Source: an optimization exercise on an open RTL-to-GDS flow (aim: small area and a short achievable clock period). Production flows keep margins and buffers that such runs may drop. The RTL was checked by simulation tests, not by an equivalence proof against the original design.

===== run.sh =====
#!/bin/bash
# synth_recipe.tcl (not shown) runs the flow's synth.tcl, then flattens the netlist and writes it again
# the make line also repeats each setting of config.mk as NAME=value (left out here)
make -C /OpenROAD-flow-scripts/flow DESIGN_CONFIG=/design/flow/config.mk WORK_HOME=/design/flow/orfs CLKGATE_MAP_FILE= SYNTH_SCRIPT=/design/flow/synth_recipe.tcl finish

===== constraint.sdc =====
create_clock -name core_clock -period 12.0 [get_ports {clk}]
set_input_delay 2.4000 -clock core_clock [delete_from_list [all_inputs] [get_ports {clk}]]
set_output_delay 2.4000 -clock core_clock [all_outputs]
set_load 0.01 [all_outputs]

===== config.mk =====
export PLATFORM = sky130hd
export DESIGN_NAME = top
export DESIGN_NICKNAME = top
export VERILOG_FILES = /design/flow/design.v
export SDC_FILE = /design/flow/constraint.sdc
export NUM_CORES = 4
export LEC_CHECK = 0
export CAP_MARGIN = 20
export CORE_MARGIN = 2
export CORE_UTILIZATION = 40
export SLEW_MARGIN = 20

===== design.v =====
module ksa16(
    input  [15:0] a,
    input  [15:0] b,
    output [16:0] sum
);
    wire [15:0] g, p;   
    wire [15:0] c;      
    assign g = a & b;
    assign p = a ^ b;
    assign c[0]  = g[0];
    assign c[1]  = g[1] | (p[1] & g[0]);
    assign c[2]  = g[2] | (p[2] & g[1]) | (p[2] & p[1] & g[0]);
    assign c[3]  = g[3] | (p[3] & g[2]) | (p[3] & p[2] & g[1]) | (p[3] & p[2] & p[1] & g[0]);
    assign c[4]  = g[4] | (p[4] & g[3]) | (p[4] & p[3] & g[2]) | (p[4] & p[3] & p[2] & g[1]) | (p[4] & p[3] & p[2] & p[1] & g[0]);
    assign c[5]  = g[5] | (p[5] & g[4]) | (p[5] & p[4] & g[3]) | (p[5] & p[4] & p[3] & g[2]) | (p[5] & p[4] & p[3] & p[2] & g[1]) | (p[5] & p[4] & p[3] & p[2] & p[1] & g[0]);
    assign c[6]  = g[6] | (p[6] & g[5]) | (p[6] & p[5] & g[4]) | (p[6] & p[5] & p[4] & g[3]) | (p[6] & p[5] & p[4] & p[3] & g[2]) | (p[6] & p[5] & p[4] & p[3] & p[2] & g[1]) | (p[6] & p[5] & p[4] & p[3] & p[2] & p[1] & g[0]);
    assign c[7]  = g[7] | (p[7] & g[6]) | (p[7] & p[6] & g[5]) | (p[7] & p[6] & p[5] & g[4]) | (p[7] & p[6] & p[5] & p[4] & g[3]) | (p[7] & p[6] & p[5] & p[4] & p[3] & g[2]) | (p[7] & p[6] & p[5] & p[4] & p[3] & p[2] & g[1]) | (p[7] & p[6] & p[5] & p[4] & p[3] & p[2] & p[1] & g[0]);
    assign c[8]  = g[8] | (p[8] & g[7]) | (p[8] & p[7] & g[6]) | (p[8] & p[7] & p[6] & g[5]) | (p[8] & p[7] & p[6] & p[5] & g[4]) | (p[8] & p[7] & p[6] & p[5] & p[4] & g[3]) | (p[8] & p[7] & p[6] & p[5] & p[4] & p[3] & g[2]) | (p[8] & p[7] & p[6] & p[5] & p[4] & p[3] & p[2] & g[1]) | (p[8] & p[7] & p[6] & p[5] & p[4] & p[3] & p[2] & p[1] & g[0]);
    assign c[9]  = g[9] | (p[9] & g[8]) | (p[9] & p[8] & g[7]) | (p[9] & p[8] & p[7] & g[6]) | (p[9] & p[8] & p[7] & p[6] & g[5]) | (p[9] & p[8] & p[7] & p[6] & p[5] & g[4]) | (p[9] & p[8] & p[7] & p[6] & p[5] & p[4] & g[3]) | (p[9] & p[8] & p[7] & p[6] & p[5] & p[4] & p[3] & g[2]) | (p[9] & p[8] & p[7] & p[6] & p[5] & p[4] & p[3] & p[2] & g[1]) | (p[9] & p[8] & p[7] & p[6] & p[5] & p[4] & p[3] & p[2] & p[1] & g[0]);
    assign c[10] = g[10] | (p[10] & g[9]) | (p[10] & p[9] & g[8]) | (p[10] & p[9] & p[8] & g[7]) | (p[10] & p[9] & p[8] & p[7] & g[6]) | (p[10] & p[9] & p[8] & p[7] & p[6] & g[5]) | (p[10] & p[9] & p[8] & p[7] & p[6] & p[5] & g[4]) | (p[10] & p[9] & p[8] & p[7] & p[6] & p[5] & p[4] & g[3]) | (p[10] & p[9] & p[8] & p[7] & p[6] & p[5] & p[4] & p[3] & g[2]) | (p[10] & p[9] & p[8] & p[7] & p[6] & p[5] & p[4] & p[3] & p[2] & g[1]) | (p[10] & p[9] & p[8] & p[7] & p[6] & p[5] & p[4] & p[3] & p[2] & p[1] & g[0]);
    assign c[11] = g[11] | (p[11] & g[10]) | (p[11] & p[10] & g[9]) | (p[11] & p[10] & p[9] & g[8]) | (p[11] & p[10] & p[9] & p[8] & g[7]) | (p[11] & p[10] & p[9] & p[8] & p[7] & g[6]) | (p[11] & p[10] & p[9] & p[8] & p[7] & p[6] & g[5]) | (p[11] & p[10] & p[9] & p[8] & p[7] & p[6] & p[5] & g[4]) | (p[11] & p[10] & p[9] & p[8] & p[7] & p[6] & p[5] & p[4] & g[3]) | (p[11] & p[10] & p[9] & p[8] & p[7] & p[6] & p[5] & p[4] & p[3] & g[2]) | (p[11] & p[10] & p[9] & p[8] & p[7] & p[6] & p[5] & p[4] & p[3] & p[2] & g[1]) | (p[11] & p[10] & p[9] & p[8] & p[7] & p[6] & p[5] & p[4] & p[3] & p[2] & p[1] & g[0]);
    assign c[12] = g[12] | (p[12]&g[11]) | (p[12]&p[11]&g[10]) | (p[12]&p[11]&p[10]&g[9]) | (p[12]&p[11]&p[10]&p[9]&g[8]) | (p[12]&p[11]&p[10]&p[9]&p[8]&g[7]) | (p[12]&p[11]&p[10]&p[9]&p[8]&p[7]&g[6]) | (p[12]&p[11]&p[10]&p[9]&p[8]&p[7]&p[6]&g[5]) | (p[12]&p[11]&p[10]&p[9]&p[8]&p[7]&p[6]&p[5]&g[4]) | (p[12]&p[11]&p[10]&p[9]&p[8]&p[7]&p[6]&p[5]&p[4]&g[3]) | (p[12]&p[11]&p[10]&p[9]&p[8]&p[7]&p[6]&p[5]&p[4]&p[3]&g[2]) | (p[12]&p[11]&p[10]&p[9]&p[8]&p[7]&p[6]&p[5]&p[4]&p[3]&p[2]&g[1]) | (p[12]&p[11]&p[10]&p[9]&p[8]&p[7]&p[6]&p[5]&p[4]&p[3]&p[2]&p[1]&g[0]);
    assign c[13] = g[13] | (p[13]&g[12]) | (p[13]&p[12]&g[11]) | (p[13]&p[12]&p[11]&g[10]) | (p[13]&p[12]&p[11]&p[10]&g[9]) | (p[13]&p[12]&p[11]&p[10]&p[9]&g[8]) | (p[13]&p[12]&p[11]&p[10]&p[9]&p[8]&g[7]) | (p[13]&p[12]&p[11]&p[10]&p[9]&p[8]&p[7]&g[6]) | (p[13]&p[12]&p[11]&p[10]&p[9]&p[8]&p[7]&p[6]&g[5]) | (p[13]&p[12]&p[11]&p[10]&p[9]&p[8]&p[7]&p[6]&p[5]&g[4]) | (p[13]&p[12]&p[11]&p[10]&p[9]&p[8]&p[7]&p[6]&p[5]&p[4]&g[3]) | (p[13]&p[12]&p[11]&p[10]&p[9]&p[8]&p[7]&p[6]&p[5]&p[4]&p[3]&g[2]) | (p[13]&p[12]&p[11]&p[10]&p[9]&p[8]&p[7]&p[6]&p[5]&p[4]&p[3]&p[2]&g[1]) | (p[13]&p[12]&p[11]&p[10]&p[9]&p[8]&p[7]&p[6]&p[5]&p[4]&p[3]&p[2]&p[1]&g[0]);
    assign c[14] = g[14] | (p[14]&g[13]) | (p[14]&p[13]&g[12]) | (p[14]&p[13]&p[12]&g[11]) | (p[14]&p[13]&p[12]&p[11]&g[10]) | (p[14]&p[13]&p[12]&p[11]&p[10]&g[9]) | (p[14]&p[13]&p[12]&p[11]&p[10]&p[9]&g[8]) | (p[14]&p[13]&p[12]&p[11]&p[10]&p[9]&p[8]&g[7]) | (p[14]&p[13]&p[12]&p[11]&p[10]&p[9]&p[8]&p[7]&g[6]) | (p[14]&p[13]&p[12]&p[11]&p[10]&p[9]&p[8]&p[7]&p[6]&g[5]) | (p[14]&p[13]&p[12]&p[11]&p[10]&p[9]&p[8]&p[7]&p[6]&p[5]&g[4]) | (p[14]&p[13]&p[12]&p[11]&p[10]&p[9]&p[8]&p[7]&p[6]&p[5]&p[4]&g[3]) | (p[14]&p[13]&p[12]&p[11]&p[10]&p[9]&p[8]&p[7]&p[6]&p[5]&p[4]&p[3]&g[2]) | (p[14]&p[13]&p[12]&p[11]&p[10]&p[9]&p[8]&p[7]&p[6]&p[5]&p[4]&p[3]&p[2]&g[1]) | (p[14]&p[13]&p[12]&p[11]&p[10]&p[9]&p[8]&p[7]&p[6]&p[5]&p[4]&p[3]&p[2]&p[1]&g[0]);
    assign c[15] = g[15] | (p[15]&g[14]) | (p[15]&p[14]&g[13]) | (p[15]&p[14]&p[13]&g[12]) | (p[15]&p[14]&p[13]&p[12]&g[11]) | (p[15]&p[14]&p[13]&p[12]&p[11]&g[10]) | (p[15]&p[14]&p[13]&p[12]&p[11]&p[10]&g[9]) | (p[15]&p[14]&p[13]&p[12]&p[11]&p[10]&p[9]&g[8]) | (p[15]&p[14]&p[13]&p[12]&p[11]&p[10]&p[9]&p[8]&g[7]) | (p[15]&p[14]&p[13]&p[12]&p[11]&p[10]&p[9]&p[8]&p[7]&g[6]) | (p[15]&p[14]&p[13]&p[12]&p[11]&p[10]&p[9]&p[8]&p[7]&p[6]&g[5]) | (p[15]&p[14]&p[13]&p[12]&p[11]&p[10]&p[9]&p[8]&p[7]&p[6]&p[5]&g[4]) | (p[15]&p[14]&p[13]&p[12]&p[11]&p[10]&p[9]&p[8]&p[7]&p[6]&p[5]&p[4]&g[3]) | (p[15]&p[14]&p[13]&p[12]&p[11]&p[10]&p[9]&p[8]&p[7]&p[6]&p[5]&p[4]&p[3]&g[2]) | (p[15]&p[14]&p[13]&p[12]&p[11]&p[10]&p[9]&p[8]&p[7]&p[6]&p[5]&p[4]&p[3]&p[2]&g[1]) | (p[15]&p[14]&p[13]&p[12]&p[11]&p[10]&p[9]&p[8]&p[7]&p[6]&p[5]&p[4]&p[3]&p[2]&p[1]&g[0]);
    assign sum[0]  = p[0];
    assign sum[1]  = p[1]  ^ c[0];
    assign sum[2]  = p[2]  ^ c[1];
    assign sum[3]  = p[3]  ^ c[2];
    assign sum[4]  = p[4]  ^ c[3];
    assign sum[5]  = p[5]  ^ c[4];
    assign sum[6]  = p[6]  ^ c[5];
    assign sum[7]  = p[7]  ^ c[6];
    assign sum[8]  = p[8]  ^ c[7];
    assign sum[9]  = p[9]  ^ c[8];
    assign sum[10] = p[10] ^ c[9];
    assign sum[11] = p[11] ^ c[10];
    assign sum[12] = p[12] ^ c[11];
    assign sum[13] = p[13] ^ c[12];
    assign sum[14] = p[14] ^ c[13];
    assign sum[15] = p[15] ^ c[14];
    assign sum[16] = c[15];   
endmodule
module my_mult #(parameter N=8)(
	input [N-1:0]a,
	input [N-1:0]b,
	output [2*N-1:0]y
	);
wire [N-1:0]rt[N-2:0];
assign {rt[0],y[0]} = { N-1 + 1{b[0]}} & a;
genvar i;
generate
	for (i=1;i<N-1;i=i+1) begin
		assign {rt[i],y[i]} = rt[i-1] + ( { N-1 + 1{b[i]}} & a);
	end
	endgenerate
assign y[15:7] = rt[6] + ({N-1 +1{b[N-1]}} & a);
endmodule
module top #(N=4) (
	input clk,
	input rst,
	input [N*8-1:0] a,
	input [N*8-1:0] b,
	output [N*17-1:0] y
	);
	reg [7:0] p [1:N];
	reg [7:0] q [1:N];
	always @(posedge clk or posedge rst) begin
		if(rst) begin		
			p[1]<=0;
			p[2]<=0;
			p[3]<=0;
			p[4]<=0;
			q[1]<=0;
			q[2]<=0;
			q[3]<=0;
			q[4]<=0;
		end
		else begin	 
			p[1]<= a[7:0];
			p[2]<= a[15:8];
			p[3]<= a[23:16];
			p[4]<= a[31:24];
			q[1]<= b[7:0];
			q[2]<= b[15:8];
			q[3]<= b[23:16];
			q[4]<= b[31:24];
	end
	end
	wire [15:0] x [1:2*N];
	wire [16:0] z [1:N];
	my_mult mut_inst1(p[1],q[1],x[1]);
	my_mult mut_inst2(p[2],q[3],x[2]);
	my_mult mut_inst3(p[1],q[2],x[3]);
	my_mult mut_inst4(p[2],q[4],x[4]);
	my_mult mut_inst5(p[3],q[1],x[5]);
	my_mult mut_inst6(p[4],q[3],x[6]);
	my_mult mut_inst7(p[3],q[2],x[7]);
	my_mult mut_inst8(p[4],q[4],x[8]);
	(*dont_touch ="true" *)ksa16 ksa_i1(x[1],x[2],z[1]);
	(*dont_touch ="true" *)ksa16 ksa_i2(x[3],x[4],z[2]);
	(*dont_touch ="true" *)ksa16 ksa_i3(x[5],x[6],z[3]);
	(*dont_touch ="true" *)ksa16 ksa_i4(x[7],x[8],z[4]);
	assign y[16:0]=z[1];
	assign y[33:17]=z[2];
	assign y[50:34]=z[3];
	assign y[67:51]=z[4];
	endmodule

==> impl_results.rst <==
.. list-table::
   :header-rows: 1

   * - Metric
     - Value
   * - Final number of setup-violating endpoints
     - 0
   * - Met2 routing resource usage after global routing
     - 0.356
   * - Starting density of the core
     - 0.406
   * - Syn nets
     - 3,545
   * - Final worst path period need
     - between 10,000 and 15,000 ps
   * - GRT Resource Usage Total
     - 0.198
   * - Master of the slowest instance on the critical path
     - clkdlybuf4s50_1
   * - Clock tree sinks
     - 64
   * - Transition at the pin with the smallest max-transition slack
     - 754 ps
   * - 1st-iter DRT viols
     - between 600 and 700
   * - Depth of the worst hold-timing path
     - 1
   * - Last weighted congestion value of the routability-driven placer
     - around 0.87
   * - Proportion of register bits with asynchronous set or reset after synthesis
     - 1.00
   * - Clock tree buffer depth
     - 2
   * - Number of global-route vias before repair
     - 20,100
   * - First-pass GRT wire length
     - 96,900 µm
   * - Number of buffers and inverters on the critical path
     - 1
   * - Met3 Use GR
     - 0.0215
   * - Capture endpoint of the worst hold path
     - q[1][7]$_DFF_PP0_
   * - Routing layer with the top usage in global route
     - met2
   * - First drt pass iteration count
     - 5
   * - Die ar.
     - 59,400 µm²
   * - Pin count of the biggest net entering global routing
     - 65
   * - Die X
     - 244 µm
   * - TritonCTS clock tree
     - yes
   * - Arrival time at the worst endpoint
     - 9000 ps
   * - Final Util
     - 0.451
   * - Worst hold path class
     - input pin to register
   * - Top FF cell, synth
     - dfrtp_1
   * - Routed wire length
     - ~58,000 µm
   * - Sum of overflow across all layers after global routing
     - 0
   * - Count of placed standard cells including taps
     - 3,750
   * - Number of synthesized flops with an enable pin
     - 0
   * - Met1 Resource Use GR
     - 0.250
   * - Cell family with the largest share of critical-path delay
     - adder cells
   * - Number of nets in the layout
     - 3,635
   * - Worst slack at placement
     - 695 ps
   * - Count of input and output buffers
     - 133
   * - # fillers
     - 5,672
   * - Req. time, crit path
     - 9600 ps
   * - Library cell used as clock root buffer
     - clkbuf_16
   * - Die Height
     - around 240 µm
   * - HPWL reported at the end of detailed placement
     - ~48,000 µm
   * - Post-Syn Instances
     - 2,915
   * - Register bit count reported by yosys
     - 64
   * - Crit path max fanout
     - 16
   * - Mean post-synth cell area
     - slightly below 8 µm²
   * - Hold buffer count at cts
     - 0
   * - Final-report max-slew violation count
     - 0
   * - Number of distinct library cell variants in the gate-level netlist after synthesis
     - 45
   * - Number of non-filler instances in the completed layout
     - between 3,000 and 4,000
   * - Max Clk Rate
     - 87.7 MHz
   * - Register area share after synthesis
     - 0.0697
   * - Setup slack of the critical path after layout
     - 599 ps
   * - Cell occurring most often along the worst timing path
     - ha_1
   * - Aggregate negative setup slack
     - 0 ps
   * - Type of the worst setup path
     - register to output port
   * - Residual antenna-violating net count after detailed routing
     - 0
   * - Count of vias placed by the detailed router
     - 19,900
   * - Initial antenna violation count
     - 5
   * - I/O pin count
     - 134
   * - Synth Warn #
     - 5
   * - Share of cells above drive strength 1
     - 0.0203
   * - # rows
     - 87
   * - Inserted Clock Buffers
     - 9
   * - Final Cycle Share
     - 0.950
   * - Clock transition at the registers of the reported paths
     - 70 ps
   * - Max-slew headroom at the worst pin
     - 0.497
   * - Average routed wire per standard cell
     - between 15 and 20 µm
   * - Synthesis-to-layout area growth
     - 11.1%
   * - Per-cell via count in the routed design
     - 5.27
   * - Longest individual stage delay on the worst path
     - 550 ps
   * - Maximum level of the CTS H-tree
     - 3
   * - Endpoint class of the critical path
     - output port
   * - Post-CTS setup buffers
     - 0
   * - Max Cap Violations
     - 0
   * - Critical hold path startpoint
     - b[7]
   * - Netlist area before placement
     - about 23,000 µm²
   * - Core region area
     - 56,600 µm²
   * - Post-route DRC violation count
     - 0
   * - Outcome
     - complete, no violations
   * - Critical Path Source Type
     - register
   * - Final Hold Viols
     - 0
-- kinds of logic after synthesis --
logic type / synth area share
xor+xnor: 0.147
flops: 0.0697
fa+ha+maj: 0.327
simple gates: 0.237
compound gates: 0.175
buf+inv: 0.0454
-- final cells by class --
class	instances	area [µm²]	area share
repair buffers	143	1410	0.0552
clock buffers	9	225	0.00882
diodes	5	12.5	0.000490
clock inverters	7	101	0.00397
inverters	214	805	0.0315
flip-flops and latches	64	1610	0.0632
well taps	756	946	0.0370
multi-input cells	2573	20400	0.800
-- timing repair --
action,in CTS,in global routing
endpoints found under the hold margin,0,0
resized for setup,0,21
setup endpoints to repair,0,10
-- routing by layer --
metal	vias to the layer above	wire length, µm
met2	236	28200
met4	0	1240
met3	64	1720
met5	-	0
li1	10100	-
met1	9449	27100
-- flip-flops by register name (all words and copies together) (netlist names) --
register,cells
p,32
q,32
-- synth_stat cells (64+ instances only) --
library cell / count / area [µm²]
a21o_1: 127 / 953
nor2b_1: 98 / 613
ha_1: 504 / 6310
inv_1: 214 / 803
clkbuf_1: 64 / 240
nand2_1: 118 / 443
xor2_1: 88 / 771
a21oi_1: 210 / 1050
o21ai_0: 103 / 515
and2_1: 466 / 2920
nor2_1: 196 / 736
xnor2_1: 298 / 2610
dfrtp_1: 64 / 1600
-- cells in the final DEF (no fill, tap or decap), drive strengths merged, types with 47 or more instances in the layout --
cell type,n
a21oi,212
ha,504
o41ai,47
o21ai,109
xor2,88
nor2b,98
a21o,127
and2,466
nor3,59
fa,60
nand2,118
inv,216
clkdlybuf4s50,133
nand2b,54
o21a,61
xnor2,298
nor2,196
dfrtp,64
-- through the flow --
step / hold slack [ps] / area (µm²)
finish: 2440 / 25500
global route: 2420 / 25500
CTS: 2410 / 25400
detailed placement: 2850 / 25100
global placement: 2850 / 25100
floorplan: 2430 / 23000
-- worst max-delay path by stage --
stage / from / to / slack, ps / depth (start not counted)
finish: p[1][0]$_DFF_PP0_ / y[15] / 600 / 32
global route: p[1][0]$_DFF_PP0_ / y[32] / -10 / 33
CTS: p[4][1]$_DFF_PP0_ / y[67] / 240 / 31
detailed placement: p[4][1]$_DFF_PP0_ / y[67] / 700 / 31
global placement: p[2][1]$_DFF_PP0_ / y[16] / 990 / 30
floorplan: q[1][1]$_DFF_PP0_ / y[16] / 1980 / 30

port drivers added, routing unchanged:
In the flow no input, the clock included, has a driving cell. The finished layout below was timed again as built, in two steps. Step 1 (the two cells are an assumption about what drives the block):
set clk [get_ports {clk}]
set_driving_cell -lib_cell sky130_fd_sc_hd__clkbuf_16 $clk
set_driving_cell -lib_cell sky130_fd_sc_hd__buf_2 [delete_from_list [all_inputs] $clk]
Step 2 adds t to the input delays and takes it off the output delays; t is the mean of the earliest and latest rising clock arrival at the registers after step 1. Input paths then give back, and output paths get back, about the clock's delay inside the block. a / b / c = ideal ports / drivers / drivers and shift; a / b = the first two.
t, ns: 0.445
setup WS [ns]: 0.599 / 0.541 / 0.986
worst setup path at the end: register to output
slew at the worst register clock pin (ns): 0.07 / 0.07
cell pins on the clock port's net: 1
After both steps this run still meets setup and hold. For this run, drivers alone change the setup slack by -0.058 ns; drivers and shift together by +0.387 ns.
